Background: an optimization exercise with open tools, aiming at small area. Do not read the settings as production practice.
Where RTL was checked, it was by simulation tests only, not by an equivalence proof against the original.
For run 5, only the layout was checked, not whether the RTL still works.
Power figures rest on the tool's default switching activity, not on a simulated workload.

<file path="design/flow/config.mk">
export PLATFORM = sky130hd
export DESIGN_NAME = pingpong_fft_controller
export DESIGN_NICKNAME = pingpong_fft_controller
export VERILOG_FILES = /design/flow/design.v
export SDC_FILE = /design/flow/constraint.sdc
export NUM_CORES = 4
export LEC_CHECK = 0
export CAP_MARGIN = 20
export CORE_MARGIN = 2
export CORE_UTILIZATION = 40
export SLEW_MARGIN = 20
</file>
<file path="design/flow/constraint.sdc">
create_clock -name core_clock -period 5.0 [get_ports {clk}]
set_input_delay 1.0000 -clock core_clock [delete_from_list [all_inputs] [get_ports {clk}]]
set_output_delay 1.0000 -clock core_clock [all_outputs]
set_load 0.01 [all_outputs]
</file>
<file path="design/flow/design.v">
`timescale 1ns / 1ps
module pingpong_fft_controller (
    input  wire        clk,
    input  wire        rst,
    input  wire [31:0] fft_data_in,
    input  wire        fft_data_valid,
    output reg  [14:0] bram_addra,
    output reg  [31:0] bram_dina,
    output reg         bram_wea,
    output reg         bram_ena,
    input  wire [31:0] bram_douta,
    output reg  [14:0] bram_addrb,
    output reg  [31:0] bram_dinb,
    output reg         bram_web,
    output reg         bram_enb,
    input  wire [31:0] bram_doutb,
    output reg  [31:0] fft_doppler_input,
    output reg         fft_doppler_valid,
    output reg         fft_doppler_last      
);
    localparam RESET       = 2'd0;
    localparam FILL_FIRST  = 2'd1;
    localparam ACTIVE      = 2'd2;
    reg [1:0]  state;
    reg        active_write_buf;   
    reg        active_read_buf;    
    reg [15:0] wr_counter;
    reg [6:0]  col;
    reg [7:0]  row;
    always @(posedge clk or posedge rst) begin
        if (rst) begin
            state             <= RESET;
            active_write_buf  <= 0;
            active_read_buf   <= 1;
            wr_counter        <= 0;
            col               <= 0;
            row               <= 0;
            fft_doppler_valid <= 0;
            fft_doppler_last  <= 0;
            bram_wea <= 0; bram_ena <= 0; bram_addra <= 0; bram_dina <= 0;
            bram_web <= 0; bram_enb <= 0; bram_addrb <= 0; bram_dinb <= 0;
        end else begin
            fft_doppler_valid <= 0;
            fft_doppler_last  <= 0;
            case (state)
                RESET: begin
                    if (fft_data_valid) begin
                        state      <= FILL_FIRST;
                        wr_counter <= 0;
                    end
                end
                FILL_FIRST: begin
                    if (fft_data_valid) begin
                        bram_addra <= wr_counter;
                        bram_dina  <= fft_data_in;
                        bram_wea   <= 1;
                        bram_ena   <= 1;
                        wr_counter <= wr_counter + 1;
                        if (wr_counter == 32767) begin
                            wr_counter        <= 0;
                            active_write_buf  <= 1;
                            active_read_buf   <= 0;
                            state             <= ACTIVE;
                            col               <= 0;
                            row               <= 0;
                        end
                    end else begin
                        bram_wea <= 0;
                        bram_ena <= 0;
                    end
                end
                ACTIVE: begin
                    if (fft_data_valid) begin
                        wr_counter <= wr_counter + 1;
                        if (active_write_buf == 0) begin
                            bram_addra <= wr_counter;
                            bram_dina  <= fft_data_in;
                            bram_wea   <= 1;
                            bram_ena   <= 1;
                            bram_web   <= 0;
                            bram_enb   <= 0;
                        end else begin
                            bram_addrb <= wr_counter;
                            bram_dinb  <= fft_data_in;
                            bram_web   <= 1;
                            bram_enb   <= 1;
                            bram_wea   <= 0;
                            bram_ena   <= 0;
                        end
                        if (wr_counter == 32767) begin
                            wr_counter       <= 0;
                            active_write_buf <= ~active_write_buf;
                            active_read_buf  <= ~active_read_buf;
                            col              <= 0;
                            row              <= 0;
                        end
                    end else begin
                        bram_wea <= 0; bram_web <= 0;
                        bram_ena <= 0; bram_enb <= 0;
                    end
                    fft_doppler_valid <= 1;
                    fft_doppler_last  <= (row == 8'd255);   
                    if (active_read_buf == 0) begin
                        bram_addra <= col + row * 128;
                        bram_ena   <= 1;
                        fft_doppler_input <= bram_douta;
                    end else begin
                        bram_addrb <= col + row * 128;
                        bram_enb   <= 1;
                        fft_doppler_input <= bram_doutb;
                    end
                    if (row == 8'd255 && col == 7'd127) begin
                        row <= 0;
                        col <= 0;
                        fft_doppler_valid <= 0;
                        fft_doppler_last  <= 0;
                    end else if (row == 8'd255) begin
                        row <= 0;
                        col <= col + 1;
                    end else begin
                        row <= row + 1;
                    end
                end
            endcase
        end
    end
endmodule
</file>
<file path="design/flow/run.sh">
#!/bin/bash
# synth_recipe.tcl (not shown) runs the flow's synth.tcl, then flattens the netlist and writes it again
# the make line also repeats each setting of config.mk as NAME=value (left out here)
make -C /OpenROAD-flow-scripts/flow DESIGN_CONFIG=/design/flow/config.mk WORK_HOME=/design/flow/orfs CLKGATE_MAP_FILE= SYNTH_SCRIPT=/design/flow/synth_recipe.tcl finish
</file>
==> results of run 1 <==
[where the power goes]
group | switching (mW) | total (mW) | internal (mW)
Sequential | 0.0855 | 1.54 | 1.46
Clock | 0.531 | 1.43 | 0.895
Combinational | 0.158 | 0.389 | 0.231
Total | 0.775 | 3.36 | 2.58
[logic make-up after synthesis]
kind of cell / share of synthesized area
flip-flops: 0.589
AO/OA/AOI/OAI: 0.0835
multiplexers: 0.197
adder cells (fa/ha/maj): 0.0119
XOR/XNOR: 0.00356
buffers and inverters: 0.0243
AND/OR/NAND/NOR: 0.0913
[cell type report]
type | instances | area [um^2] | share of cell area
clock buffer | 22 | 485 | 0.0460
clock inverter | 10 | 166 | 0.0158
inverter | 13 | 51.3 | 0.00486
multi-input combinational | 357 | 2880 | 0.273
sequential | 167 | 4340 | 0.411
tap | 229 | 287 | 0.0271
timing repair buffer | 235 | 2350 | 0.223
[Yosys cell counts, types with 2 or more instances]
| master | number | share of area |
|---|---|---|
| o21a_1 | 2 | 0.0020 |
| ha_1 | 7 | 0.012 |
| a31oi_1 | 2 | 0.0017 |
| nand3_1 | 17 | 0.012 |
| or4_1 | 6 | 0.0061 |
| inv_1 | 13 | 0.0066 |
| clkbuf_1 | 20 | 0.010 |
| nand4_1 | 6 | 0.0051 |
| nor4_1 | 2 | 0.0017 |
| buf_2 | 7 | 0.0048 |
| mux2i_1 | 36 | 0.049 |
| nand4_4 | 2 | 0.0058 |
| o2bb2ai_1 | 2 | 0.0024 |
| nand2_1 | 16 | 0.0081 |
| o31ai_1 | 6 | 0.0061 |
| a221o_1 | 3 | 0.0041 |
| edfxtp_1 | 32 | 0.13 |
| nor3_1 | 3 | 0.0020 |
| and3_1 | 9 | 0.0076 |
| o311ai_0 | 2 | 0.0024 |
| nand2b_1 | 4 | 0.0034 |
| a22o_1 | 6 | 0.0071 |
| dfrtp_1 | 134 | 0.45 |
| nor2_1 | 41 | 0.021 |
| nor2b_1 | 3 | 0.0025 |
| o21ai_0 | 12 | 0.0081 |
| o22ai_1 | 2 | 0.0017 |
| buf_1 | 4 | 0.0020 |
| and2_1 | 2 | 0.0017 |
| xnor2_1 | 3 | 0.0036 |
| mux2_2 | 97 | 0.15 |
| a21oi_1 | 42 | 0.029 |
[path summary, 6_finish.rpt]
kind | to | slack (ns) | depth (start not counted)
max in group asynchronous | active_read_buf | 3.05 | 3
setup reg to reg | bram_addrb[5] | 2.10 | 7
hold / removal | bram_dinb[28] | 0.50 | 1
hold reg to reg | bram_dinb[28] | 0.50 | 1
setup / recovery | bram_dina[5] | 2.05 | 5
min in group asynchronous | bram_addrb[12] | 1.09 | 2
[routing by layer]
| metal | up-vias | part of all wire | wire length [um] | track usage |
|---|---|---|---|---|
| met5 | - | 0 | 0 | 0 |
| met4 | 0 | 0.012 | 234 | 0.0553 |
| met3 | 20 | 0.091 | 1730 | 0.0733 |
| met2 | 212 | 0.48 | 9140 | 0.325 |
| met1 | 2658 | 0.42 | 7950 | 0.248 |
| li1 | 2533 | - | - | - |
[state kept, by name (all words and copies together), names as in the netlist, 7 cells and up]
signal             cells
bram_addra            15
col                    7
bram_dinb             32
wr_counter            16
bram_dina             32
bram_addrb            15
fft_doppler_input     32
row                    8
[worst max-delay path: cells and delay by family]
family                 cells  cell delay [ns]
buffers and inverters      2             1.04
muxes                      1             0.38
AOI/OAI and AO/OA          1             0.31
and+or+nand+nor            1             0.50
[per-stage QoR]
stage	cells	util	hold slack, ns	worst slack [ns]
floorplan	569	-	0.481	0.391
global placement	1001	0.549	0.489	1.63
detailed placement	1001	0.550	0.493	1.60
CTS	1033	0.586	0.507	2.03
global route	1033	0.586	0.513	1.79
finish	1033	0.586	0.504	2.05
==> results by group, run 1 <==
Finish
  – Share of cells above drive strength 1: 0.187
  – Synth-to-layout area growth: 43.2%
  – Most frequent cells in the layout: clkdlybuf4s50_1 (230), dfrtp_1 (134), mux2_2 (97)
  – Design Area, Final: between 0.01 and 0.015 mm^2
  – N_diodes: 0
  – Fill cells: 1455
  – Layout Nets: around 900
  – Most common cell after layout, fill and taps aside: clkdlybuf4s50_1

Global route
  – Vias in the first global route: 5668
  – Overflow after GRT: 0
  – Gr usage total: 0.198
  – First-pass GRT wire length: 30700 um
  – Largest net degree at the start of global routing: 85
  – Initial antenna violation count: 0

Power
  – Power Density: approximately 320 mW/mm^2
  – Peak supply drop: approximately 260 uV
  – Total power: between 3 and 4 mW
  – Lkg Pwr: approximately 4.6 nW

Timing
  – Post-route minimum period: just under 3 ns
  – Achievable Freq: between 300 and 400 MHz
  – Finish-stage setup viols: 0
  – Fin. Hold Viols: 0
  – RSZ-0062 raised after global routing: no
  – Tightest Pin Transition: around 0.99 ns
  – Setup Skew: about 0.0065 ns
  – Pins Over Slew Limit: 0
  – Tcrit/Tclk final: 0.590
  – Setup TNS: 0 ns
  – Relative slew margins: 0.341

Detailed routing
  – Post-DR wirelength/cell: roughly 18 um
  – Via density: approximately 5.2
  – DRT Wirelength: between 15000 and 20000 um
  – Iter 0 DRT Violations: between 200 and 300
  – Vias: about 5400
  – TritonRoute pass-1 iters: 4
  – DRC Markers: 0
  – Post-route ant nets: 0

Die
  – Initial Util: 0.409
  – Die Height: about 140 um
  – Num rows: between 40 and 50
  – Core footprint: around 0.018 mm^2
  – Die Wd: around 140 um
  – Die Area: a little under 0.02 mm^2
  – Ports: about 230

Logic synthesis
  – Synthesized cell area: between 0.007 and 0.008 mm^2
  – Syn Area/Cell: 13.0 um^2
  – Async SR Flop Fraction: 0.808
  – Synthesized instance count: between 500 and 600
  – Sequential area share after synthesis: 0.589
  – Synthesis Warnings: 1
  – Syn nets: between 600 and 700
  – Distinct cells, synth: 58
  – Flop and latch count out of synthesis: 167
  – Ys flop type: dfrtp_1
  – Post-synth EDFFs: 32

Placement
  – Instance area at placement: ~0.0099 mm^2
  – HPWL after DPL: 13700 um
  – IO buf count: 230
  – GP Congestion: about 0.81

Clock network
  – CTS tree: yes
  – CTS H-Tree Depth: 4
  – CTS resizes: 0
  – Clk Latency, worst-skew pair: between 0.4 and 0.5 ns
  – Post-CTS Setup Inserts: 0
  – Root buffer cell: clkbuf_16
  – CTS Buf Count: 17
  – Max Root-Sink Buffers: 2
  – # clock sinks: 167
  – # hold bufs at CTS: 0
  – Worst-path clk slew: about 0.060 ns

Min path
  – Hold Crit Start: bram_dinb[28]
  – Min-Delay Path Class: reg2reg

Setup path
  – CP Max Fanout: 21
  – Worst r2r src: state[0]
  – Critical Path Slowest Stage Cell: clkdlybuf4s50_1
  – CP Class: in2reg
  – Worst EP required: approximately 5.3 ns
  – Critical path cell sequence: clkdlybuf4s50_1 > a21bo_2 > nor2_2 > buf_4 > mux2_2
  – Largest stage delay, worst path: roughly 0.64 ns
  – WP data arrival: 3.25 ns
  – CP endpoint kind: register
  – Critical path launch point: fft_data_valid
  – CP startpoint kind: primary input

Outcome
  – Run status: no timing/DRC/antenna violations

Flow run
  – Max-Cap Viols: 0
==> run 2: changes to the inputs <==
==> design/flow/design.v (replaced) <==
`timescale 1ns / 1ps
module pingpong_fft_controller (
    input  wire        clk,
    input  wire        rst,
    input  wire [31:0] fft_data_in,
    input  wire        fft_data_valid,
    output wire [14:0] bram_addra,
    output wire [31:0] bram_dina,
    output wire        bram_wea,
    output wire        bram_ena,
    input  wire [31:0] bram_douta,
    output wire [14:0] bram_addrb,
    output wire [31:0] bram_dinb,
    output wire        bram_web,
    output wire        bram_enb,
    input  wire [31:0] bram_doutb,
    output reg  [31:0] fft_doppler_input,
    output wire        fft_doppler_valid,
    output wire        fft_doppler_last
);
    reg        started;    
    reg        act;        
    reg        wr;         
    reg        rp;         
    reg [14:0] wlast;      
    reg [14:0] rlast;      
    reg [31:0] din;
    wire swapped   = wr & (&wlast);         
    wire active    = act | swapped;         
    wire rbuf      = rp ^ swapped;          
    wire row_wrap  = &rlast[14:7];
    always @(posedge clk or posedge rst) begin
        if (rst) begin
            started <= 1'b0;
            act     <= 1'b0;
            wr      <= 1'b0;
            rp      <= 1'b1;
            wlast   <= 15'h7fff;
            rlast   <= 15'h7fff;
        end else begin
            started <= started | fft_data_valid;
            act     <= active;
            wr      <= started & fft_data_valid;
            rp      <= rbuf;
            if (started & fft_data_valid)
                wlast <= wlast + 15'd1;
            if (active) begin
                rlast[14:7] <= rlast[14:7] + 8'd1;
                if (row_wrap)
                    rlast[6:0] <= rlast[6:0] + 7'd1;
                else if (swapped)
                    rlast[6:0] <= 7'd0;
            end
        end
    end
    always @(posedge clk) begin
        din               <= fft_data_in;
        fft_doppler_input <= rbuf ? bram_doutb : bram_douta;
    end
    assign bram_addra = rp ? wlast : rlast;
    assign bram_addrb = rp ? rlast : wlast;
    assign bram_dina  = din;
    assign bram_dinb  = din;
    assign bram_wea   = rp;
    assign bram_web   = ~rp;
    assign bram_ena   = (act & ~rp) | (wr & rp);
    assign bram_enb   = (act & rp) | (wr & ~rp);
    assign fft_doppler_valid = ~(&rlast);
    assign fft_doppler_last  = row_wrap;
endmodule
==> run 2 against run 1 <==
Effect of this change: count of clock-buffer cells in the layout down 11; via count is 43% lower; sequential cell count is 69 lower; register-to-register slack got worse by 0.36 ns; die area decreased by 44%; sequential power is 41% lower; critical path type is now reg2out; largest cell class is now buffers.
==> results by group, run 2 <==
Clock network
  – CTS tree: yes
  – Worst-path clk slew: 0.09 ns (+0.03 ns)
  – CTS H-Tree Depth: 3 (-1)
  – Clk Latency, worst-skew pair: 0.36 ns (-0.06 ns)
  – CTS resizes: 0 (unchanged)
  – Post-CTS Setup Inserts: 0 (unchanged)
  – # hold bufs at CTS: 0 (unchanged)
  – Max Root-Sink Buffers: 2 (unchanged)
  – # clock sinks: 98 (-41%)
  – Root buffer cell: clkbuf_8
  – CTS Buf Count: 9 (-8)

Placement
  – IO buf count: 230 (unchanged)
  – Pre-CTS WS: 1.73 ns (+0.134 ns)
  – GP Congestion: 0.769 (-4.9%)
  – HPWL after DPL: 9030 um (-34%)
  – Instance area at placement: 0.00620 mm^2 (-37%)

Setup path
  – R2r setup slk: 1.74 ns (-0.36 ns)
  – Worst EP required: 4.00 ns (-1.30 ns)
  – Delay-heaviest family, CP: simple AND/OR/NAND/NOR gates
  – CP startpoint kind: register
  – Critical path cell sequence: ha_1 > nand3_1 > or2_2 > or4_1 > clkdlybuf4s50_1
  – CP Class: reg2out
  – WP data arrival: 2.58 ns (-0.67 ns)
  – Worst path bufs/invs: 1 (-1)
  – CP endpoint kind: output port
  – Largest stage delay, worst path: 0.59 ns (-0.05 ns)
  – CP Max Fanout: 5 (-76%)
  – Critical Path Slowest Stage Cell: dfstp_2

Logic synthesis
  – Post-synth top cells: dfxtp_1 (64), buf_4 (33), mux2_2 (33)
  – Synthesized instance count: 320 (-44%)
  – Sequential area share after synthesis: 0.538 (-0.0506)
  – Ys flop type: dfxtp_1
  – Cell accounting for the most synthesized area: dfxtp_1
  – Distinct cells, synth: 30 (-48%)
  – Area contributors post-synth: dfxtp_1 (32%), dfstp_2 (20%), mux2_4 (11%)
  – Top-count cell post-synth: dfxtp_1
  – Top-area cell type share of the netlist area: 0.318 (-0.137)
  – Async SR Flop Fraction: 0.347 (-0.461)
  – Synthesis Warnings: 1 (unchanged)
  – Syn nets: 422 (-37%)
  – Post-synth EDFFs: 0 (-100%)
  – Flop and latch count out of synthesis: 98 (-41%)
  – Syn Area/Cell: 12.6 um^2 (-2.7%)
  – Synthesized cell area: 0.00404 mm^2 (-45%)

Finish
  – Most common cell after layout, fill and taps aside: clkdlybuf4s50_1
  – Fill cells: 797 (-45%)
  – Design Area, Final: 0.00639 mm^2 (-39%)
  – Largest registers: din: 32 flops, fft_doppler_input: 32 flops
  – Share of cells above drive strength 1: 0.217 (+0.0306)
  – Layout Nets: 622 (-31%)
  – N_diodes: 0 (unchanged)
  – Most frequent cells in the layout: clkdlybuf4s50_1 (230), dfxtp_1 (64), mux2_2 (33)
  – Synth-to-layout area growth: 58.4%

Flow run
  – Max-Cap Viols: 0 (unchanged)

Timing
  – Pins Over Slew Limit: 0 (unchanged)
  – Finish-stage setup viols: 0 (unchanged)
  – Relative slew margins: 0.384 (+0.0431)
  – Achievable Freq: 279 MHz (-18%)
  – Tightest Pin Transition: 0.918 ns (-0.0680 ns)
  – Setup TNS: 0 ns (unchanged)
  – Final hold slack: 0.498 ns (-0.00594 ns)
  – RSZ-0062 raised after global routing: no
  – Setup WS post-layout: 1.42 ns (-0.632 ns)
  – Tcrit/Tclk final: 0.717 (+0.126)
  – Setup Skew: 0.00831 ns (+0.00179 ns)
  – Post-route minimum period: 3.58 ns (+0.632 ns)
  – Fin. Hold Viols: 0 (unchanged)

Min path
  – Min-Delay Path Class: reg2reg

Global route
  – Largest net degree at the start of global routing: 38 (-55%)
  – Vias in the first global route: 2975 (-48%)
  – First-pass GRT wire length: 17200 um (-44%)
  – Initial antenna violation count: 0 (unchanged)
  – Overflow after GRT: 0 (unchanged)
  – Gr usage total: 0.207 (+0.00856)

Detailed routing
  – Vias: 3104 (-43%)
  – DRT Wirelength: 11400 um (-40%)
  – TritonRoute pass-1 iters: 4 (unchanged)
  – DRC Markers: 0 (unchanged)
  – Post-DR wirelength/cell: 17.3 um (-6.4%)
  – Via density: 4.72 (-10%)
  – Post-route ant nets: 0 (unchanged)
  – Iter 0 DRT Violations: 129 (-52%)

Die
  – Die Height: 104 um (-25%)
  – Core footprint: 0.00977 mm^2 (-46%)
  – Die Wd: 104 um (-25%)
  – Die Area: 0.0109 mm^2 (-44%)
  – Initial Util: 0.413 (+0.00369)
  – Num rows: 36 (-27%)
  – Ports: 231 (unchanged)

Power
  – Lkg Pwr: 2.57 nW (-44%)
  – Peak supply drop: 153 uV (-41%)
  – Power Density: 277 mW/mm^2 (-13%)

Outcome
  – Run status: no timing/DRC/antenna violations
run 2: changes by cell type in the layout (fill, tap and decap cells not counted), moves of 8 or more:
| cell | change |
|---|---|
| dfxtp_1 | +64 |
| edfxtp_1 | -32 |
| o21ai_0 | -8 |
| nand3_1 | +10 |
| mux2_4 | +29 |
| dfstp_2 | +30 |
| mux2_2 | -64 |
| nor2_1 | -34 |
| mux2i_1 | -36 |
| xnor2_1 | +14 |
| dfrtp_1 | -131 |
| a21oi_1 | -41 |
| clkbuf_16 | -18 |
run 2: final cells by class:
cell class,instances,area (um^2),area share
repair buffers,232,2320,0.363
flip-flops and latches,98,2170,0.340
multi-input cells,171,1520,0.238
well taps,133,166,0.0260
clock buffers,11,131,0.0206
clock inverters,5,56.3,0.00881
inverters,8,30.0,0.00470
run 2: worst paths after layout:
kind                                         to  startpoint  cells after the start
setup / recovery              fft_doppler_valid    rlast[1]                      5
hold / removal                         rlast[8]    rlast[8]                      2
setup reg to reg           fft_doppler_input[5]    wlast[0]                      6
hold reg to reg                        rlast[8]    rlast[8]                      2
max in group asynchronous              wlast[1]         rst                      3
min in group asynchronous                    wr         rst                      2
run 2: worst register-to-register path: cells and delay by family, from the launching register on:
family	cells	cell delay, ns
buf+inv	1	0.40
simple gates	2	0.86
flops	1	0.58
mux	1	0.33
fa+ha+maj	1	0.19
xor+xnor	1	0.80
run 2: logic make-up (layout without fill, tap and decap cells):
group | Yosys count | after routing | synth area share
flip-flops | 98 | 98 | 0.538
multiplexers | 62 | 62 | 0.200
XOR/XNOR | 22 | 22 | 0.0524
AO/OA/AOI/OAI | 5 | 5 | 0.00837
AND/OR/NAND/NOR | 79 | 79 | 0.106
adder cells (fa/ha/maj) | 3 | 3 | 0.00930
buffers and inverters | 51 | 256 | 0.0856
run 2: metal layers:
layer,up-vias,track usage,part of all wire
met1,1484,0.243,0.40
met4,0,0.0811,0.022
li1,1471,-,-
met3,19,0.0564,0.064
met5,-,0,0
met2,130,0.357,0.51
run 2: report_power, final:
part / total (mW) / internal (mW) / switching [mW]
clock: 0.503 / 0.231 / 0.272
combinational: 0.358 / 0.241 / 0.117
sequential: 0.910 / 0.860 / 0.0499
total: 1.77 / 1.33 / 0.439
run 2: metrics by stage:
step	power, mW	utilization	std cells
global route	1.85	0.654	658
floorplan	1.07	-	320
detailed placement	1.29	0.635	642
global placement	1.28	0.635	642
finish	1.77	0.654	658
CTS	1.79	0.654	658
==> run 3: changes to the inputs <==
--- a/design/flow/design.v
+++ b/design/flow/design.v
@@ -22,34 +22,34 @@
     reg        act;        
     reg        wr;         
     reg        rp;         
-    reg [14:0] wlast;      
-    reg [14:0] rlast;      
+    reg [14:0] wn;         
+    reg [14:0] rn;         
     reg [31:0] din;
-    wire swapped   = wr & (&wlast);         
+    wire swapped   = wr & ~(|wn);           
     wire active    = act | swapped;         
     wire rbuf      = rp ^ swapped;          
-    wire row_wrap  = &rlast[14:7];
+    wire row_wrap  = ~(|rn[14:7]);
     always @(posedge clk or posedge rst) begin
         if (rst) begin
             started <= 1'b0;
             act     <= 1'b0;
             wr      <= 1'b0;
             rp      <= 1'b1;
-            wlast   <= 15'h7fff;
-            rlast   <= 15'h7fff;
+            wn      <= 15'd0;
+            rn      <= 15'd0;
         end else begin
             started <= started | fft_data_valid;
             act     <= active;
             wr      <= started & fft_data_valid;
             rp      <= rbuf;
             if (started & fft_data_valid)
-                wlast <= wlast + 15'd1;
+                wn <= wn - 15'd1;
             if (active) begin
-                rlast[14:7] <= rlast[14:7] + 8'd1;
+                rn[14:7] <= rn[14:7] - 8'd1;
                 if (row_wrap)
-                    rlast[6:0] <= rlast[6:0] + 7'd1;
+                    rn[6:0] <= rn[6:0] - 7'd1;
                 else if (swapped)
-                    rlast[6:0] <= 7'd0;
+                    rn[6:0] <= 7'h7f;
             end
         end
     end
@@ -57,14 +57,14 @@
         din               <= fft_data_in;
         fft_doppler_input <= rbuf ? bram_doutb : bram_douta;
     end
-    assign bram_addra = rp ? wlast : rlast;
-    assign bram_addrb = rp ? rlast : wlast;
+    assign bram_addra = ~(rp ? wn : rn);
+    assign bram_addrb = ~(rp ? rn : wn);
     assign bram_dina  = din;
     assign bram_dinb  = din;
     assign bram_wea   = rp;
     assign bram_web   = ~rp;
     assign bram_ena   = (act & ~rp) | (wr & rp);
     assign bram_enb   = (act & rp) | (wr & ~rp);
-    assign fft_doppler_valid = ~(&rlast);
+    assign fft_doppler_valid = |rn;
     assign fft_doppler_last  = row_wrap;
 endmodule
==> run 3 against run 2 <==
Effect of this change: critical path type unchanged; clock skew up 0.0068 ns; register-to-register slack better by 0.49 ns; largest cell class unchanged; non-clock buffer count unchanged; cell count down 0.46%; count of clock-buffer cells in the layout unchanged; first-iteration DRC count down 36%; sequential cell count unchanged; sequential power up 42%.
==> results by group, run 3 <==
Timing
  – Tcrit/Tclk final: 0.701 (-0.0155)
  – Setup WS post-layout: 1.49 ns (+0.0775 ns)
  – Tightest Pin Transition: 1.04 ns (+0.122 ns)
  – Relative slew margins: 0.306 (-0.0778)
  – Pins Over Slew Limit: 0 (unchanged)
  – Setup TNS: 0 ns (unchanged)
  – Post-route minimum period: 3.51 ns (-0.0775 ns)
  – Fin. Hold Viols: 0 (unchanged)
  – Finish-stage setup viols: 0 (unchanged)
  – RSZ-0062 raised after global routing: no
  – Achievable Freq: 285 MHz (+2.2%)
  – Setup Skew: 0.0151 ns (+0.00678 ns)

Detailed routing
  – Post-route ant nets: 0 (unchanged)
  – DRC Markers: 0 (unchanged)
  – Post-DR wirelength/cell: 17.6 um (+2.0%)
  – TritonRoute pass-1 iters: 4 (unchanged)
  – DRT Wirelength: 11500 um (+1.6%)
  – Vias: 3083 (-0.68%)
  – Via density: 4.71 (-0.22%)
  – Iter 0 DRT Violations: 82 (-36%)

Finish
  – Post-layout util: 0.656 (+0.00235)
  – Synth-to-layout area growth: 58.4% (about the same)
  – Most common cell after layout, fill and taps aside: clkdlybuf4s50_1
  – Fill cells: 829 (+4.0%)
  – Design Area, Final: 0.00644 mm^2 (+0.82%)
  – Multi-input logic area: 0.00157 mm^2 (+3.4%)
  – Share of cells above drive strength 1: 0.117 (-0.100)
  – Layout Nets: 621 (-0.16%)
  – Register Area: 0.00213 mm^2 (-1.7%)
  – Most frequent cells in the layout: clkdlybuf4s50_1 (230), dfxtp_1 (64), dfrtp_1 (33)
  – Largest registers: din: 32 flops, fft_doppler_input: 32 flops
  – N_diodes: 0 (unchanged)

Die
  – Die Wd: 105 um (+0.38%)
  – Num rows: 36 (unchanged)
  – Die Height: 105 um (+0.38%)
  – Die Area: 0.0110 mm^2 (+0.77%)
  – Ports: 231 (unchanged)
  – Core footprint: 0.00982 mm^2 (+0.46%)
  – Initial Util: 0.414 (+0.00142)

Logic synthesis
  – Cell accounting for the most synthesized area: dfxtp_1
  – Ys flop type: dfxtp_1
  – Area contributors post-synth: dfxtp_1 (31%), dfrtp_1 (20%), mux2_4 (11%)
  – Post-synth top cells: dfxtp_1 (64), dfrtp_1 (33), buf_4 (32)
  – Distinct cells, synth: 51 (+70%)
  – Synthesis Warnings: 1 (unchanged)
  – Syn Area/Cell: 12.8 um^2 (+1.1%)
  – Top-count cell post-synth: dfxtp_1
  – Sequential area share after synthesis: 0.524 (-0.0135)
  – Syn nets: 423 (+0.24%)
  – Flop and latch count out of synthesis: 98 (unchanged)
  – Synthesized instance count: 319 (-0.31%)
  – Post-synth EDFFs: 0 (unchanged)
  – Async SR Flop Fraction: 0.347 (unchanged)
  – Synthesized cell area: 0.00407 mm^2 (+0.81%)
  – Top-area cell type share of the netlist area: 0.315 (-0.00254)

Global route
  – Largest net degree at the start of global routing: 36 (-5.3%)
  – Overflow after GRT: 0 (unchanged)
  – Gr usage total: 0.210 (+0.00278)
  – Vias in the first global route: 2988 (+0.44%)
  – First-pass GRT wire length: 17500 um (+1.7%)
  – Initial antenna violation count: 1 (+1)

Placement
  – Instance area at placement: 0.00623 mm^2 (+0.46%)
  – IO buf count: 230 (unchanged)
  – HPWL after DPL: 9430 um (+4.4%)
  – Pre-CTS WS: 1.89 ns (+0.155 ns)
  – GP Congestion: 0.799 (+3.9%)

Clock network
  – CTS H-Tree Depth: 3 (unchanged)
  – Root buffer cell: clkbuf_8
  – CTS tree: yes
  – # hold bufs at CTS: 0 (unchanged)
  – Clk Latency, worst-skew pair: 0.36 ns (about the same)
  – # clock sinks: 98 (unchanged)
  – Post-CTS Setup Inserts: 0 (unchanged)
  – Max Root-Sink Buffers: 2 (unchanged)
  – CTS Buf Count: 9 (unchanged)
  – CTS resizes: 0 (unchanged)
  – Worst-path clk slew: 0.09 ns (about the same)

Power
  – Lkg Pwr: 2.66 nW (+3.3%)
  – Peak supply drop: 310 uV (+100%)
  – Power Density: 515 mW/mm^2 (+86%)
  – Total power: 3.32 mW (+87%)

Setup path
  – WP data arrival: 2.51 ns (-0.07 ns)
  – CP Max Fanout: 8 (+3)
  – Critical path cell sequence: or4_1 > or4_1 > clkdlybuf4s50_1
  – Reg-to-reg critical path endpoint: fft_doppler_input[1]
  – Critical Path Slowest Stage Cell: or4_1
  – CP Class: reg2out
  – R2r setup slk: 2.23 ns (+0.49 ns)
  – Worst EP required: 4.00 ns (about the same)
  – CP most frequent cell: or4_1
  – CP endpoint kind: output port
  – CP startpoint kind: register
  – Worst r2r src: wn[0]
  – Worst path bufs/invs: 1 (unchanged)
  – Largest stage delay, worst path: 0.71 ns (+0.12 ns)
  – Cells on worst reg2reg path: 7 (+1)
  – Delay-heaviest family, CP: simple AND/OR/NAND/NOR gates

Min path
  – Worst Hold Endpoint: started
  – Min-Delay Path Class: reg2reg
  – Hold Crit Start: started
  – Worst Hold Depth: 1 (-1)

Flow run
  – Max-Cap Viols: 0 (unchanged)

Outcome
  – Run status: no timing/DRC/antenna violations
==> run 3: where the power goes <==
| part | internal (mW) | total (mW) | switching (mW) |
|---|---|---|---|
| combinational | 0.916 | 1.49 | 0.577 |
| sequential | 0.995 | 1.29 | 0.294 |
| clock | 0.261 | 0.535 | 0.275 |
| total | 2.17 | 3.32 | 1.15 |
==> run 3: kinds of logic (layout without fill, tap and decap cells) <==
kind of cell,count (synthesis),after routing,synth area share
DFF,98,98,0.524
and+or+nand+nor,56,56,0.0920
buffers and inverters,57,260,0.0895
xor gates and xnor gates,20,20,0.0477
AOI/OAI and AO/OA,19,19,0.0363
adders and majority gates,5,5,0.0154
muxes,64,64,0.195
==> run 3: stage by stage <==
| stage | hold slack, ns | cells |
|---|---|---|
| after floorplan | 0.468 | 319 |
| after global placement | 0.490 | 639 |
| after detailed placement | 0.504 | 639 |
| after CTS | 0.520 | 655 |
| after global routing | 0.531 | 655 |
| final | 0.517 | 655 |
==> run 3: how the worst max path moves through the flow <==
stage,startpoint,end,slack (ns),depth (start not counted)
2_1_floorplan,rp,bram_addra[0],2.28,3
3_3_place_gp,rn[9],fft_doppler_valid,1.91,3
3_5_place_dp,rn[9],fft_doppler_valid,1.89,3
4_1_cts,rn[9],fft_doppler_valid,1.48,3
5_1_grt,rn[9],fft_doppler_valid,1.41,3
6_report,rn[9],fft_doppler_valid,1.49,3
==> run 3: area by class of cell <==
cell class                 instances  area share
timing repair buffer             232       0.360
sequential                        98       0.331
multi-input combinational        164       0.244
tap                              133      0.0258
clock buffer                      11      0.0235
clock inverter                     5     0.00932
inverter                          12     0.00699
==> run 3: routing by layer <==
metal  up-vias  GRT usage  wire length [um]
met5         -          0                13
met4         2     0.0800               286
met2       127      0.381              6050
met1      1459      0.232              4420
li1       1474          -                 -
met3        21     0.0555               767
==> run 3: worst register-to-register path: stages (launching register included) <==
cell and delay, ns:
dfrtp_1 0.44, inv_1 0.11, ha_1 0.20, and4bb_2 0.27, and4_1 0.54, xnor2_4 0.16
buf_4 0.51, mux2_1 0.42
==> run 4: changes to the inputs <==
==> design/flow/flow/run.sh (new file) <==
#!/bin/bash
# Own layout flow: the standard ORFS flow, with two changes:
#  - the port buffers that global placement inserts use sky130_fd_sc_hd__buf_1;
#  - after repair_design, cells on paths with slack to spare are downsized.
set -euo pipefail
here=$(pwd)
export BUFFER_PORTS_ARGS="-buffer_cell sky130_fd_sc_hd__buf_1"
export POST_RESIZE_TCL="$here/flow/post_resize.tcl"
bash standard.sh synth > "$here/synth.log" 2>&1
bash standard.sh finish > "$here/layout.log" 2>&1
==> design/flow/flow/post_resize.tcl (new file) <==
# Downsize cells that have timing slack to spare.
log_cmd repair_timing -setup -recover_power 100 -match_cell_footprint
==> design/flow/standard.sh (new file) <==
#!/bin/bash
# synth_recipe.tcl (not shown) runs the flow's synth.tcl, then flattens the netlist and writes it again
# the make line also repeats each setting of config.mk as NAME=value (left out here)
make -C /OpenROAD-flow-scripts/flow DESIGN_CONFIG=/design/flow/config.mk WORK_HOME=/design/flow/orfs CLKGATE_MAP_FILE= SYNTH_SCRIPT=/design/flow/synth_recipe.tcl "${@:-finish}"
removed: design/flow/run.sh
==> run 4 against run 3 <==
Effect of this change: total power fell by 14%; register-to-register slack gained 0.09 ns; sequential share of layout area up 10 points; die area did not move; cell count rose by 0.31%; non-clock buffer count rose by 2; critical path depth unchanged; worst hold slack gained 0.0035 ns; via count down 2.7%; sequential cell count unchanged; count of clock-buffer cells in the layout shrank 2; synthesized cell count stayed put; highest routed layer unchanged.
==> results by group, run 4 <==
Logic synthesis
  – Post-synth top cells: dfxtp_1 (64), dfrtp_1 (33), buf_4 (32)
  – Cell accounting for the most synthesized area: dfxtp_1
  – Sequential area share after synthesis: 0.524 (unchanged)
  – Synthesized cell area: 0.00407 mm^2 (unchanged)
  – Synthesized instance count: 319 (unchanged)
  – Distinct cells, synth: 51 (unchanged)
  – Post-synth EDFFs: 0 (unchanged)
  – Syn nets: 423 (unchanged)
  – Synthesis Warnings: 1 (unchanged)
  – Syn Area/Cell: 12.8 um^2 (unchanged)
  – Async SR Flop Fraction: 0.347 (unchanged)
  – Top-area cell type share of the netlist area: 0.315 (unchanged)
  – Area contributors post-synth: dfxtp_1 (31%), dfrtp_1 (20%), mux2_4 (11%)
  – Flop and latch count out of synthesis: 98 (unchanged)
  – Ys flop type: dfxtp_1
  – Top-count cell post-synth: dfxtp_1

Setup path
  – Delay-heaviest family, CP: simple AND/OR/NAND/NOR gates
  – Worst r2r src: wn[1]
  – CP startpoint kind: register
  – Cells on worst reg2reg path: 8 (+1)
  – Reg-to-reg critical path endpoint: fft_doppler_input[2]
  – CP most frequent cell: or4_1
  – Worst path bufs/invs: 1 (unchanged)
  – Largest stage delay, worst path: 0.69 ns (-0.02 ns)
  – CP Class: reg2out
  – CP Max Fanout: 8 (unchanged)
  – Critical path launch point: rn[9]
  – WP data arrival: 2.17 ns (-0.34 ns)
  – Worst EP required: 4.00 ns (about the same)
  – R2r setup slk: 2.32 ns (+0.09 ns)
  – CP endpoint kind: output port
  – Critical path cell sequence: or4_1 > or4_1 > buf_1
  – Critical Path Slowest Stage Cell: or4_1

Placement
  – HPWL after DPL: 7900 um (-16%)
  – Pre-CTS WS: 1.28 ns (-0.602 ns)
  – IO buf count: 230 (unchanged)
  – GP Congestion: 0.834 (+4.3%)

Timing
  – Setup Skew: 0.0141 ns (-0.000973 ns)
  – Pins Over Slew Limit: 0 (unchanged)
  – Setup WS post-layout: 1.83 ns (+0.336 ns)
  – Tcrit/Tclk final: 0.634 (-0.0673)
  – RSZ-0062 raised after global routing: no
  – Finish-stage setup viols: 0 (unchanged)
  – Tightest Pin Transition: 1.02 ns (-0.0238 ns)
  – Post-route minimum period: 3.17 ns (-0.336 ns)
  – Setup TNS: 0 ns (unchanged)
  – Achievable Freq: 316 MHz (+11%)
  – Fin. Hold Viols: 0 (unchanged)
  – Relative slew margins: 0.322 (+0.0159)

Finish
  – Most common cell after layout, fill and taps aside: buf_1
  – Largest registers: din: 32 flops, fft_doppler_input: 32 flops
  – Share of cells above drive strength 1: 0.0821 (-0.0348)
  – Most frequent cells in the layout: buf_1 (230), dfxtp_1 (64), dfrtp_1 (33)
  – Layout Nets: 623 (+0.32%)
  – Synth-to-layout area growth: 21.6%
  – N_diodes: 0 (unchanged)

Power
  – Peak supply drop: 308 uV (-0.58%)
  – Lkg Pwr: 1.95 nW (-27%)
  – Total power: 2.86 mW (-14%)
  – Power Density: 578 mW/mm^2 (+12%)

Clock network
  – Root buffer cell: clkbuf_8
  – # hold bufs at CTS: 0 (unchanged)
  – Max Root-Sink Buffers: 2 (unchanged)
  – CTS tree: yes
  – Worst-path clk slew: 0.10 ns (about the same)
  – Post-CTS Setup Inserts: 0 (unchanged)
  – Clk Latency, worst-skew pair: 0.36 ns (about the same)
  – CTS resizes: 0 (unchanged)
  – CTS H-Tree Depth: 3 (unchanged)
  – # clock sinks: 98 (unchanged)
  – CTS Buf Count: 9 (unchanged)

Min path
  – Min-Delay Path Class: reg2reg
  – Hold Crit Start: rn[12]
  – Worst Hold Endpoint: rn[12]
  – Worst Hold Depth: 1 (unchanged)

Global route
  – Gr usage total: 0.179 (-0.0310)
  – Vias in the first global route: 2862 (-4.2%)
  – Largest net degree at the start of global routing: 36 (unchanged)
  – First-pass GRT wire length: 15300 um (-12%)
  – Overflow after GRT: 0 (unchanged)
  – Initial antenna violation count: 1 (unchanged)

Detailed routing
  – Post-DR wirelength/cell: 15.0 um (-15%)
  – Vias: 3000 (-2.7%)
  – TritonRoute pass-1 iters: 4 (unchanged)
  – Post-route ant nets: 0 (unchanged)
  – DRT Wirelength: 9850 um (-15%)
  – Iter 0 DRT Violations: 106 (+29%)
  – DRC Markers: 0 (unchanged)
  – Via density: 4.57 (-3.0%)

Die
  – Die Area: 0.0110 mm^2 (unchanged)
  – Die Height: 105 um (unchanged)
  – Ports: 231 (unchanged)
  – Initial Util: 0.414 (unchanged)
  – Num rows: 36 (unchanged)
  – Die Wd: 105 um (unchanged)
  – Core footprint: 0.00982 mm^2 (unchanged)

Flow run
  – Max-Cap Viols: 0 (unchanged)

Outcome
  – Run status: no timing/DRC/antenna violations
[run 4: cell types whose count changed in the layout (fill, tap and decap cells not counted), moves of 2 or more]
cell,previous run,this run
buf_12,0,2
buf_1,0,230
mux2_4,29,10
clkbuf_8,11,9
inv_6,1,3
clkbuf_2,0,2
clkdlybuf4s50_1,230,0
buf_4,2,0
mux2_2,2,4
mux2_1,3,20
[run 4: how the worst max path moves through the flow]
stage	to	depth (start not counted)
after CTS	fft_doppler_input[19]	7
final	fft_doppler_valid	3
after global placement	fft_doppler_valid	3
after detailed placement	fft_doppler_input[19]	7
after floorplan	bram_addra[0]	3
after global routing	fft_doppler_valid	3
[run 4: cell families after synthesis]
family / after synthesis / synth area share
multiplexers: 64 / 0.195
AND/OR/NAND/NOR: 56 / 0.0920
AO/OA/AOI/OAI: 19 / 0.0363
adder cells (fa/ha/maj): 5 / 0.0154
flip-flops: 98 / 0.524
XOR/XNOR: 20 / 0.0477
buffers and inverters: 57 / 0.0895
[run 4: through the flow]
| step | hold slack (ns) | util | instance area (um^2) | cells |
|---|---|---|---|---|
| 2_1_floorplan | 0.468 | - | 4070 | 319 |
| 3_3_place_gp | 0.499 | 0.488 | 4790 | 639 |
| 3_5_place_dp | 0.512 | 0.479 | 4700 | 639 |
| 4_1_cts | 0.529 | 0.499 | 4900 | 655 |
| 5_1_grt | 0.544 | 0.504 | 4950 | 657 |
| 6_report | 0.520 | 0.504 | 4950 | 657 |
[run 4: area by class of cell]
type	count	area, um^2
Inverter	12	45.0
Sequential cell	98	2130
Tap cell	133	166
Timing Repair Buffer	234	913
Fill cell	951	4870
Multi-Input combinational cell	164	1480
Clock buffer	9	124
Clock inverter	7	81.3
[run 4: metal layers]
layer / part of all wire / track usage
met2: 0.50 / 0.308
met4: 0.021 / 0.0743
met1: 0.41 / 0.218
met5: 0.0013 / 0
met3: 0.059 / 0.0349
[run 4: where the power goes]
part	total (mW)	internal, mW	switching, mW
combinational	1.04	0.498	0.540
sequential	1.29	0.995	0.297
clock	0.529	0.240	0.288
==> run 5: changes to the inputs <==
==> design/flow/design.v (replaced) <==
`timescale 1ns / 1ps
module pingpong_fft_controller (
    input  wire        clk,
    input  wire        rst,
    input  wire [31:0] fft_data_in,
    input  wire        fft_data_valid,
    output wire [14:0] bram_addra,
    output wire [31:0] bram_dina,
    output wire        bram_wea,
    output wire        bram_ena,
    input  wire [31:0] bram_douta,
    output wire [14:0] bram_addrb,
    output wire [31:0] bram_dinb,
    output wire        bram_web,
    output wire        bram_enb,
    input  wire [31:0] bram_doutb,
    output reg  [31:0] fft_doppler_input,
    output wire        fft_doppler_valid,
    output wire        fft_doppler_last
);
    reg        started;    
    reg        act;        
    reg        wr;         
    reg        sw;         
    reg        nx_a;       
    reg        nx_b;       
    reg        rd_a;       
    reg        rd_b;       
    reg [14:0] wn;         
    reg [14:0] rn;         
    reg [31:0] din;
    wire write     = started & fft_data_valid;       
    wire swap      = write & (wn == 15'd1);          
    wire row_wrap  = ~(|rn[14:7]);
    always @(posedge clk or posedge rst) begin
        if (rst) begin
            started <= 1'b0;
            act     <= 1'b0;
            wr      <= 1'b0;
            sw      <= 1'b0;
            nx_a    <= 1'b0;
            nx_b    <= 1'b1;
            rd_a    <= 1'b0;
            rd_b    <= 1'b1;
            wn      <= 15'd0;
        end else begin
            started <= started | fft_data_valid;
            act     <= act | sw;
            wr      <= write;
            sw      <= swap;
            if (swap) begin
                nx_a <= nx_b;
                nx_b <= nx_a;
            end
            rd_a    <= nx_a;
            rd_b    <= nx_b;
            if (write)
                wn <= wn - 15'd1;
        end
    end
    always @(posedge clk) begin
        if (!act) begin
            rn <= 15'h7fff;
        end else begin
            rn[14:7] <= rn[14:7] - 8'd1;
            if (row_wrap)
                rn[6:0] <= rn[6:0] - 7'd1;
            else if (sw)
                rn[6:0] <= 7'h7f;
        end
    end
    always @(posedge clk) begin
        din               <= fft_data_in;
        fft_doppler_input <= ({32{nx_a}} & bram_douta) | ({32{nx_b}} & bram_doutb);
    end
    assign bram_addra = ~(({15{rd_b}} & wn) | ({15{rd_a}} & rn));
    assign bram_addrb = ~(({15{rd_a}} & wn) | ({15{rd_b}} & rn));
    assign bram_dina  = din;
    assign bram_dinb  = din;
    assign bram_wea   = rd_b;
    assign bram_web   = rd_a;
    assign bram_ena   = (act & rd_a) | (wr & rd_b);
    assign bram_enb   = (act & rd_b) | (wr & rd_a);
    assign fft_doppler_valid = act & (|rn);
    assign fft_doppler_last  = row_wrap;
endmodule
==> design/flow/flow/run.sh (replaced) <==
#!/bin/bash
# Own layout flow: the standard ORFS flow (standard.sh), with these changes:
#  - synthesis maps logic with an area-oriented ABC script (flow/abc_area.script)
#    instead of ORFS's speed script; everything else in synthesis is the standard flow's own
#    script (synth_recipe.tcl), so the registers are the standard ones;
#  - the port buffers that global placement inserts are sky130_fd_sc_hd__buf_1;
#  - after repair_design, cells on paths with slack to spare are downsized;
#  - CTS inserts no dummy loads.
# Each step's full output goes to a log file in this folder (and ORFS's own logs
# under orfs/logs).
set -euo pipefail
here=$(pwd)
{
  echo 'proc abc {args} {'
  echo '  set i [lsearch -exact $args -script]'
  echo "  if {\$i >= 0} { lset args [expr {\$i + 1}] {$here/flow/abc_area.script} }"
  echo '  yosys abc {*}$args'
  echo '}'
  cat "$here/synth_recipe.tcl"
} > "$here/own_synth.tcl"
export BUFFER_PORTS_ARGS="-buffer_cell sky130_fd_sc_hd__buf_1"
export POST_RESIZE_TCL="$here/flow/post_resize.tcl"
export CTS_ARGS="-sink_clustering_enable -repair_clock_nets -dont_use_dummy_load"
bash standard.sh SYNTH_SCRIPT="$here/own_synth.tcl" synth > "$here/synth.log" 2>&1
bash standard.sh SYNTH_SCRIPT="$here/own_synth.tcl" finish > "$here/layout.log" 2>&1
==> design/flow/flow/abc_area.script (new file) <==
strash
&get -n
&fraig -x
&put
dc2
strash
&get -n
&dch -f
&nf -R 1000
&put
buffer -c
topo
dnsize -c
==> run 5 against run 4 <==
Effect of this change: sequential cell count rose by 4; synthesized cell count rose by 2.2%; cell count fell by 5.2%; combinational power fell by 82%; via count rose by 3.0%; worst hold slack got worse by 0.065 ns; critical endpoint is now bram_enb; total power fell by 44%; non-clock buffer count fell by 3.
==> results by group, run 5 <==
Clock network
  – Max Root-Sink Buffers: 2 (unchanged)
  – Worst-path clk slew: 0.08 ns (-0.02 ns)
  – CTS resizes: 0 (unchanged)
  – # clock sinks: 102 (+4.1%)
  – CTS H-Tree Depth: 3 (unchanged)
  – CTS Buf Count: 9 (unchanged)
  – CTS tree: yes
  – Root buffer cell: clkbuf_8
  – Post-CTS Setup Inserts: 0 (unchanged)
  – Clk Latency, worst-skew pair: 0.36 ns (about the same)
  – # hold bufs at CTS: 0 (unchanged)

Timing
  – Relative slew margins: 0.303 (-0.0195)
  – RSZ-0062 raised after global routing: no
  – Pins Over Slew Limit: 0 (unchanged)
  – Setup TNS: 0 ns (unchanged)
  – Fin. Hold Viols: 0 (unchanged)
  – Achievable Freq: 336 MHz (+6.6%)
  – Tcrit/Tclk final: 0.594 (-0.0393)
  – Finish-stage setup viols: 0 (unchanged)
  – Tightest Pin Transition: 1.05 ns (+0.0292 ns)
  – Setup Skew: 0.0230 ns (+0.00891 ns)
  – Post-route minimum period: 2.97 ns (-0.197 ns)

Power
  – Comb pwr share: 0.119 (-0.244)
  – Power Density: 355 mW/mm^2 (-39%)
  – Seq pwr share: 0.634 (+0.182)
  – Clock share of power: 0.247 (+0.062)
  – Internal power: 1.14 mW (-34%)
  – Peak supply drop: 127 uV (-59%)
  – Switching Share: 0.283 (-0.110)
  – NetSw: 452 uW (-60%)
  – Lkg Pwr: 1.68 nW (-14%)

Global route
  – Gr usage total: 0.169 (-0.00994)
  – First-pass GRT wire length: 13200 um (-14%)
  – Overflow after GRT: 0 (unchanged)
  – Vias in the first global route: 2857 (-0.17%)
  – Initial antenna violation count: 0 (-1)
  – Largest net degree at the start of global routing: 36 (unchanged)

Die
  – Die Height: 99.8 um (-4.8%)
  – Core footprint: 0.00881 mm^2 (-10%)
  – Die Area: 0.00995 mm^2 (-9.4%)
  – Die Wd: 99.8 um (-4.8%)
  – Ports: 231 (unchanged)
  – Num rows: 34 (-5.6%)
  – Initial Util: 0.417 (+0.00235)

Detailed routing
  – TritonRoute pass-1 iters: 5 (+1)
  – DRT Wirelength: 8820 um (-10%)
  – DRC Markers: 0 (unchanged)
  – Iter 0 DRT Violations: 78 (-26%)
  – Post-route ant nets: 0 (unchanged)
  – Via density: 4.96 (+8.6%)
  – Vias: 3089 (+3.0%)
  – Post-DR wirelength/cell: 14.2 um (-5.6%)

Finish
  – Register Area: 0.00216 mm^2 (+1.2%)
  – Multi-input logic area: 0.00116 mm^2 (-22%)
  – Largest registers: din: 32 flops, fft_doppler_input: 32 flops
  – Fill cells: 842 (-11%)
  – Layout Nets: 621 (-0.32%)
  – Synth-to-layout area growth: 22.4%
  – Share of cells above drive strength 1: 0.0291 (-0.0529)
  – Design Area, Final: 0.00449 mm^2 (-9.2%)
  – Most common cell after layout, fill and taps aside: buf_1
  – N_diodes: 0 (unchanged)
  – Most frequent cells in the layout: buf_1 (230), dfxtp_1 (79), a22o_1 (34)

Setup path
  – CP Class: reg2out
  – CP endpoint kind: output port
  – Worst EP required: 4.00 ns (about the same)
  – CP Max Fanout: 33 (+25)
  – WP data arrival: 1.97 ns (-0.20 ns)
  – CP startpoint kind: register

Logic synthesis
  – Flop and latch count out of synthesis: 102 (+4.1%)
  – Sequential area share after synthesis: 0.589 (+0.0642)
  – Synthesized cell area: 0.00367 mm^2 (-9.8%)
  – Area contributors post-synth: dfxtp_1 (43%), dfrtp_1 (14%), a22o_1 (8.1%)
  – Async SR Flop Fraction: 0.225 (-0.121)
  – Synthesized instance count: 326 (+2.2%)
  – Post-synth top cells: dfxtp_1 (79), a22o_1 (34), buf_4 (32)
  – Syn nets: 430 (+1.7%)
  – Syn Area/Cell: 11.3 um^2 (-12%)
  – Top-count cell post-synth: dfxtp_1
  – Cell accounting for the most synthesized area: dfxtp_1
  – Top-area cell type share of the netlist area: 0.431 (+0.116)
  – Post-synth EDFFs: 0 (unchanged)
  – Distinct cells, synth: 35 (-31%)
  – Synthesis Warnings: 1 (unchanged)
  – Ys flop type: dfxtp_1

Min path
  – Min-Delay Path Class: reg2reg

Placement
  – HPWL after DPL: 6810 um (-14%)
  – GP Congestion: 0.816 (-2.1%)
  – Instance area at placement: 0.00436 mm^2 (-7.3%)
  – IO buf count: 230 (unchanged)

Flow run
  – Max-Cap Viols: 0 (unchanged)

Outcome
  – Run status: no timing/DRC/antenna violations
-- run 5: kinds of logic (layout without fill, tap and decap cells) --
family	Yosys count	count (layout)	share of synthesized area
AO/OA/AOI/OAI	83	83	0.175
XOR/XNOR	15	15	0.0358
AND/OR/NAND/NOR	59	59	0.0829
adder cells (fa/ha/maj)	5	5	0.0171
flip-flops	102	102	0.589
multiplexers	2	2	0.00614
buffers and inverters	60	249	0.0941
-- run 5: worst max-delay path, cell delays in order, from the launching register on --
cell and delay (ns):
dfstp_1 1.21, a22o_1 0.27, buf_1 0.15
-- run 5: power by group through the flow --
stage | logic [mW] | clock network, mW | registers [mW]
final | 0.190 | 0.394 | 1.01
after global routing | 0.219 | 0.445 | 1.03
after CTS | 0.190 | 0.417 | 1.01
after detailed placement | 0.190 | 0 | 1.03
after global placement | 0.185 | 0 | 1.03
after floorplan | 0.145 | 0 | 0.988
-- run 5: worst paths after layout --
path / start / end / slack, ns / cells past startpoint
worst max-delay path: rd_b / bram_enb / 2.03 / 2
worst min register to register: rn[7] / rn[7] / 0.46 / 1
max in group asynchronous: rst / wn[8] / 3.64 / 2
worst max register to register: rn[12] / rn[6] / 2.88 / 6
worst min-delay path: rn[7] / rn[7] / 0.46 / 1
min in group asynchronous: rst / act / 0.80 / 2
-- run 5: through the flow --
stage | util | setup slack (ns) | hold WS (ns) | instances | total power, mW
after floorplan | - | 2.82 | 0.352 | 326 | 1.13
after global placement | 0.495 | 2.56 | 0.427 | 613 | 1.21
after detailed placement | 0.495 | 2.41 | 0.433 | 613 | 1.22
after CTS | 0.509 | 2.02 | 0.454 | 622 | 1.62
after global routing | 0.510 | 1.87 | 0.477 | 623 | 1.69
final | 0.510 | 2.03 | 0.455 | 623 | 1.60
-- run 5: routing by layer --
layer  vias up  GRT usage  routed length [um]
li1       1498          -                   -
met1      1414      0.202                3420
met2       160      0.284                4460
met3        17     0.0457                 739
met4         0     0.0748                 194
met5         -          0                   0
-- run 5: cell type report --
cell class / instances / share of cell area
Clock buffer: 9 / 0.0276
Inverter: 9 / 0.00752
Multi-Input combinational cell: 164 / 0.259
Sequential cell: 102 / 0.481
Tap cell: 108 / 0.0301
Timing Repair Buffer: 231 / 0.195
==> run 6: changes to the inputs <==
--- a/design/flow/design.v
+++ b/design/flow/design.v
@@ -40,9 +40,6 @@
             sw      <= 1'b0;
             nx_a    <= 1'b0;
             nx_b    <= 1'b1;
-            rd_a    <= 1'b0;
-            rd_b    <= 1'b1;
-            wn      <= 15'd0;
         end else begin
             started <= started | fft_data_valid;
             act     <= act | sw;
@@ -52,11 +49,17 @@
                 nx_a <= nx_b;
                 nx_b <= nx_a;
             end
-            rd_a    <= nx_a;
-            rd_b    <= nx_b;
-            if (write)
-                wn <= wn - 15'd1;
         end
+    end
+    always @(posedge clk) begin
+        rd_a <= nx_a;
+        rd_b <= nx_b;
+    end
+    always @(posedge clk) begin
+        if (!started)
+            wn <= 15'd0;
+        else if (write)
+            wn <= wn - 15'd1;
     end
     always @(posedge clk) begin
         if (!act) begin
==> design/flow/flow/abc_area.script (replaced) <==
strash
dc2
balance
rewrite
refactor
balance
rewrite
rewrite -z
balance
refactor -z
rewrite -z
balance
&get -n
&dch -f
&nf -R 1000
&put
topo
dnsize -c
--- a/design/flow/config.mk
+++ b/design/flow/config.mk
@@ -7,5 +7,5 @@
 export LEC_CHECK = 0
 export CAP_MARGIN = 20
 export CORE_MARGIN = 2
-export CORE_UTILIZATION = 40
+export CORE_UTILIZATION = 65
 export SLEW_MARGIN = 20
==> run 6 against run 5 <==
Effect of this change: register-to-register slack lost 0.36 ns; non-clock buffer count shrank 1; largest power group unchanged; die area shrank 39%; highest routed layer unchanged; sequential share of layout area shrank 0.77 points; critical path type unchanged.
==> results by group, run 6 <==
Outcome
  – Run status: no timing/DRC/antenna violations

Timing
  – Post-route minimum period: 2.91 ns (-0.0654 ns)
  – Setup WS post-layout: 2.09 ns (+0.0654 ns)
  – Fin. Hold Viols: 0 (unchanged)
  – Relative slew margins: 0.271 (-0.0316)
  – Pins Over Slew Limit: 0 (unchanged)
  – Tightest Pin Transition: 1.09 ns (+0.0459 ns)
  – RSZ-0062 raised after global routing: no
  – Setup Skew: 0.0233 ns (+0.000252 ns)
  – Final hold slack: 0.439 ns (-0.0164 ns)
  – Finish-stage setup viols: 0 (unchanged)
  – Achievable Freq: 344 MHz (+2.3%)
  – Setup TNS: 0 ns (unchanged)
  – Tcrit/Tclk final: 0.581 (-0.0131)

Placement
  – HPWL after DPL: 7940 um (+16%)
  – GP Congestion: 0.865 (+6.0%)
  – Pre-CTS WS: 2.21 ns (-0.202 ns)
  – IO buf count: 230 (unchanged)
  – Inst Count DP: 592 (-3.4%)
  – Instance area at placement: 0.00425 mm^2 (-2.3%)

Setup path
  – R2r setup slk: 2.52 ns (-0.36 ns)
  – Reg-to-reg critical path endpoint: rn[6]
  – Worst path bufs/invs: 1 (unchanged)
  – Critical path launch point: rn[9]
  – Critical path cell sequence: nor3_1 > and2_0 > nand2_1 > o21ai_0 > nand2_1 > buf_1
  – CP most frequent cell: nand2_1
  – Worst r2r src: rn[12]
  – CP Max Fanout: 6 (-82%)
  – Delay-heaviest family, CP: simple AND/OR/NAND/NOR gates
  – CP endpoint kind: output port
  – Number of cells on the critical path: 6 (+4)
  – WP data arrival: 1.91 ns (-0.06 ns)
  – Worst EP required: 4.00 ns (about the same)
  – Largest stage delay, worst path: 0.38 ns (-0.83 ns)
  – CP Class: reg2out
  – Cells on worst reg2reg path: 8 (+2)
  – Critical Path Slowest Stage Cell: dfxtp_1
  – CP startpoint kind: register
  – Setup crit end: fft_doppler_valid

Finish
  – Non-Filler Instances: 601 (-3.5%)
  – Synth-to-layout area growth: 23.8%
  – Layout Nets: 637 (+2.6%)
  – Most frequent cells in the layout: buf_1 (230), dfxtp_1 (95), a22o_1 (34)
  – Largest registers: din: 32 flops, fft_doppler_input: 32 flops
  – N_diodes: 0 (unchanged)
  – Post-layout util: 0.848 (+0.338)
  – Share of cells above drive strength 1: 0.0245 (-0.00464)
  – Design Area, Final: 0.00439 mm^2 (-2.3%)
  – Most common cell after layout, fill and taps aside: buf_1

Power
  – Peak supply drop: 277 uV (+120%)
  – Lkg Pwr: 1.56 nW (-7.1%)
  – Power Density: 363 mW/mm^2 (+2.1%)
  – Total power: 1.59 mW (-0.25%)

Logic synthesis
  – Distinct cells, synth: 30 (-14%)
  – Synthesized cell area: 0.00354 mm^2 (-3.4%)
  – Top-area cell type share of the netlist area: 0.542 (+0.111)
  – Async SR Flop Fraction: 0.0588 (-0.167)
  – Sequential area share after synthesis: 0.585 (-0.00358)
  – Syn Area/Cell: 10.9 um^2 (-2.8%)
  – Ys flop type: dfxtp_1
  – Flop and latch count out of synthesis: 102 (unchanged)
  – Top-count cell post-synth: dfxtp_1
  – Synthesized instance count: 324 (-0.61%)
  – Post-synth top cells: dfxtp_1 (96), a22o_1 (34), buf_4 (32)
  – Syn nets: 428 (-0.47%)
  – Area contributors post-synth: dfxtp_1 (54%), a22o_1 (8.4%), buf_4 (6.8%)
  – Post-synth EDFFs: 0 (unchanged)
  – Cell accounting for the most synthesized area: dfxtp_1
  – Synthesis Warnings: 1 (unchanged)

Detailed routing
  – Post-DR wirelength/cell: 17.4 um (+23%)
  – Via density: 5.60 (+13%)
  – DRT Wirelength: 10500 um (+19%)
  – Vias: 3367 (+9.0%)
  – DRC Markers: 0 (unchanged)
  – Iter 0 DRT Violations: 178 (+130%)
  – Post-route ant nets: 0 (unchanged)
  – TritonRoute pass-1 iters: 5 (unchanged)

Clock network
  – Clk Latency, worst-skew pair: 0.34 ns (-0.02 ns)
  – # hold bufs at CTS: 0 (unchanged)
  – Worst-path clk slew: 0.07 ns (about the same)
  – CTS resizes: 0 (unchanged)
  – CTS tree: yes
  – Post-CTS Setup Inserts: 0 (unchanged)
  – CTS Buf Count: 9 (unchanged)
  – Max Root-Sink Buffers: 2 (unchanged)
  – CTS H-Tree Depth: 3 (unchanged)
  – # clock sinks: 102 (unchanged)
  – Root buffer cell: clkbuf_8

Min path
  – Min-Delay Path Class: reg2reg
  – Hold Crit Start: rn[7]

Global route
  – Initial antenna violation count: 0 (unchanged)
  – First-pass GRT wire length: 15000 um (+14%)
  – Overflow after GRT: 0 (unchanged)
  – Vias in the first global route: 3005 (+5.2%)
  – Largest net degree at the start of global routing: 36 (unchanged)
  – Gr usage total: 0.323 (+0.154)

Flow run
  – Max-Cap Viols: 0 (unchanged)

Die
  – Die Height: 77.8 um (-22%)
  – Ports: 231 (unchanged)
  – Core footprint: 0.00517 mm^2 (-41%)
  – Die Area: 0.00606 mm^2 (-39%)
  – Num rows: 26 (-24%)
  – Initial Util: 0.685 (+0.268)
  – Die Wd: 77.8 um (-22%)
-- run 6: power by group --
group,total (mW),internal (mW),switching [mW]
Combinational,0.189,0.0875,0.101
Sequential,1.01,0.892,0.117
Clock,0.393,0.162,0.231
Total,1.59,1.14,0.450
-- run 6: layout make-up --
cell class | count | area [um^2]
repair buffers | 230 | 863
multi-input cells | 180 | 1200
well taps | 70 | 87.6
fillers | 298 | 786
inverters | 10 | 37.5
flip-flops and latches | 102 | 2080
clock buffers | 9 | 124
-- run 6: logic make-up after synthesis --
kind of cell	count (synthesis)	synth area share
DFF	102	0.585
AOI/OAI and AO/OA	101	0.210
and+or+nand+nor	68	0.0943
buffers and inverters	42	0.0784
xor gates and xnor gates	6	0.0148
adders and majority gates	5	0.0177
-- run 6: how the worst min path moves through the flow --
stage               endpoint  slack (ns)  cells past startpoint
finish                 rn[7]        0.44                      1
global route           rn[7]        0.47                      1
CTS                    rn[7]        0.44                      1
detailed placement     rn[7]        0.42                      1
global placement       rn[7]        0.41                      1
floorplan              rn[7]        0.40                      1
-- run 6: routing by layer --
metal | up-vias | wire [um] | GRT usage
met1 | 1580 | 3820 | 0.382
met4 | 0 | 429 | 0.154
met2 | 195 | 5390 | 0.552
met3 | 32 | 814 | 0.0756
met5 | - | 0 | 0
li1 | 1560 | - | -
==> run 7: changes to the inputs <==
--- a/design/flow/config.mk
+++ b/design/flow/config.mk
@@ -7,5 +7,5 @@
 export LEC_CHECK = 0
 export CAP_MARGIN = 20
 export CORE_MARGIN = 2
-export CORE_UTILIZATION = 65
+export CORE_UTILIZATION = 40
 export SLEW_MARGIN = 20
==> run 7 against run 6 <==
Effect of this change: die area increased by 59%; first-iteration DRC count fell by 27%; wire length fell by 11%; sequential share of layout area fell by 0.47 points; worst hold slack worse by 0.0024 ns; still clean; largest cell class unchanged; utilization fell by 33 points.
==> results by group, run 7 <==
Global route
  – Vias in the first global route: 2920 (-2.8%)
  – Gr usage total: 0.186 (-0.137)
  – Gr busiest metal: met2
  – Grt met1 use: 0.241 (-0.141)
  – Met2 Usage GRT: 0.312 (-0.240)
  – Initial antenna violation count: 0 (unchanged)
  – Overflow after GRT: 0 (unchanged)
  – First-pass GRT wire length: 14400 um (-4.0%)
  – Met3 usage: 0.0401 (-0.0355)

Die
  – Num rows: 34 (+31%)
  – Die Wd: 98.1 um (+26%)
  – Ports: 231 (unchanged)
  – Die Height: 98.1 um (+26%)
  – Die Area: 0.00963 mm^2 (+59%)
  – Core footprint: 0.00864 mm^2 (+67%)

Power
  – Power Density: 363 mW/mm^2 (about the same)
  – Lkg Pwr: 1.56 nW (+0.12%)
  – Peak supply drop: 152 uV (-45%)
  – Comb pwr share: 0.115 (-0.004)
  – Clock share of power: 0.253 (+0.006)
  – Internal power: 1.14 mW (about the same)
  – Seq pwr share: 0.632 (-0.002)

Detailed routing
  – Post-route ant nets: 0 (unchanged)
  – TritonRoute pass-1 iters: 4 (-1)
  – Via density: 4.91 (-12%)
  – DRT Wirelength: 9280 um (-11%)
  – Iter 0 DRT Violations: 130 (-27%)
  – DRC Markers: 0 (unchanged)

Timing
  – RSZ-0062 raised after global routing: no
  – Achievable Freq: 360 MHz (+4.7%)
  – Tcrit/Tclk final: 0.555 (-0.0259)
  – Tightest Pin Transition: 0.639 ns (-0.453 ns)
  – Pins Over Slew Limit: 0 (unchanged)
  – Fin. Hold Viols: 0 (unchanged)
  – Relative slew margins: 0.574 (+0.303)

Logic synthesis
  – Syn nets: 428 (unchanged)
  – Sequential area share after synthesis: 0.585 (unchanged)
  – Synthesis Warnings: 1 (unchanged)
  – Ys flop type: dfxtp_1
  – Post-synth EDFFs: 0 (unchanged)
  – Cell accounting for the most synthesized area: dfxtp_1
  – Top-count cell post-synth: dfxtp_1
  – Area contributors post-synth: dfxtp_1 (54%), a22o_1 (8.4%), buf_4 (6.8%)
  – Flop and latch count out of synthesis: 102 (unchanged)
  – Syn Area/Cell: 10.9 um^2 (unchanged)
  – Synthesized instance count: 324 (unchanged)

Finish
  – Layout Nets: 638 (+0.16%)
  – Most frequent cells in the layout: buf_1 (231), dfxtp_1 (94), a22o_1 (34)
  – Synth-to-layout area growth: 25.1%
  – Design Area, Final: 0.00443 mm^2 (+1.1%)
  – Largest registers: din: 32 flops, fft_doppler_input: 32 flops
  – Most common cell after layout, fill and taps aside: buf_1
  – Share of cells above drive strength 1: 0.0244 (-0.0000460)

Clock network
  – # clock sinks: 102 (unchanged)
  – CTS resizes: 0 (unchanged)
  – Root buffer cell: clkbuf_8
  – CTS tree: yes
  – Max Root-Sink Buffers: 2 (unchanged)
  – Clk Latency, worst-skew pair: 0.36 ns (+0.02 ns)

Setup path
  – CP Class: reg2out
  – CP startpoint kind: register
  – Worst EP required: 4.00 ns (about the same)
  – Cells on worst reg2reg path: 9 (+1)
  – CP Max Fanout: 6 (unchanged)

Min path
  – Worst Hold Depth: 1 (unchanged)
  – Min-Delay Path Class: reg2reg

Placement
  – IO buf count: 230 (unchanged)
  – Instance area at placement: 0.00431 mm^2 (+1.2%)
  – GP Congestion: 0.810 (-6.4%)

Flow run
  – Max-Cap Viols: 0 (unchanged)

Outcome
  – Run status: no timing/DRC/antenna violations
[run 7: cell counts after synthesis]
Identical to the previous run, type by type.
[run 7: final timing paths]
check / slack, ns / from / end
worst min-delay path: 0.44 / rn[7] / rn[7]
worst max register to register: 2.59 / rn[12] / rn[6]
max in group asynchronous: 4.27 / rst / nx_b
min in group asynchronous: 0.50 / rst / act
worst min register to register: 0.44 / rn[7] / rn[7]
worst max-delay path: 2.22 / rn[9] / fft_doppler_valid
[run 7: power groups by stage]
| stage | clock [mW] | combinational (mW) | sequential [mW] |
|---|---|---|---|
| finish | 0.407 | 0.184 | 1.02 |
| global route | 0.449 | 0.214 | 1.03 |
| CTS | 0.420 | 0.188 | 1.02 |
| detailed placement | 0 | 0.187 | 1.03 |
| global placement | 0 | 0.184 | 1.04 |
| floorplan | 0 | 0.128 | 0.999 |
[run 7: cells by family after synthesis]
family / Yosys count / share of synthesized area
AND/OR/NAND/NOR: 68 / 0.0943
adder cells (fa/ha/maj): 5 / 0.0177
flip-flops: 102 / 0.585
AO/OA/AOI/OAI: 101 / 0.210
buffers and inverters: 42 / 0.0784
XOR/XNOR: 6 / 0.0148
[run 7: routing by layer]
metal / wire length [um] / up-vias
met3: 588 / 10
met5: 0 / -
li1: - / 1567
met1: 3940 / 1442
met2: 4650 / 123
met4: 109 / 0
[run 7: through the flow]
| stage | total power [mW] | utilization | setup WS [ns] | hold slack (ns) | cells |
|---|---|---|---|---|---|
| final | 1.61 | 0.513 | 2.22 | 0.437 | 640 |
| after global routing | 1.70 | 0.513 | 2.02 | 0.485 | 640 |
| after CTS | 1.62 | 0.513 | 2.11 | 0.443 | 640 |
| after detailed placement | 1.22 | 0.499 | 2.34 | 0.426 | 631 |
| after global placement | 1.22 | 0.499 | 2.37 | 0.428 | 631 |
| after floorplan | 1.13 | - | 2.46 | 0.399 | 324 |
[run 7: area by class of cell]
cell class                      count  area, um^2
Fill cell                         839        4200
Inverter                           10        37.5
Clock buffer                        9         124
Timing Repair Buffer              231         867
Multi-Input combinational cell    180        1190
Tap cell                          108         135
Sequential cell                   102        2080
[run 7: worst max-delay path, stage by stage (launching register included)]
cell	delay (ns)
dfxtp_1	0.37
nor3_1	0.31
and2_0	0.23
nand2_1	0.09
o21ai_0	0.21
nand2_1	0.08
buf_1	0.14

Re-timed with assumed drivers on the ports (clkbuf_16 on the clock, buf_2 on other inputs), run 7 has 2.191 ns of setup slack against 2.223 ns with ideal ports, and 2.306 ns once port delays also move by the mid clock arrival of 0.376 ns.
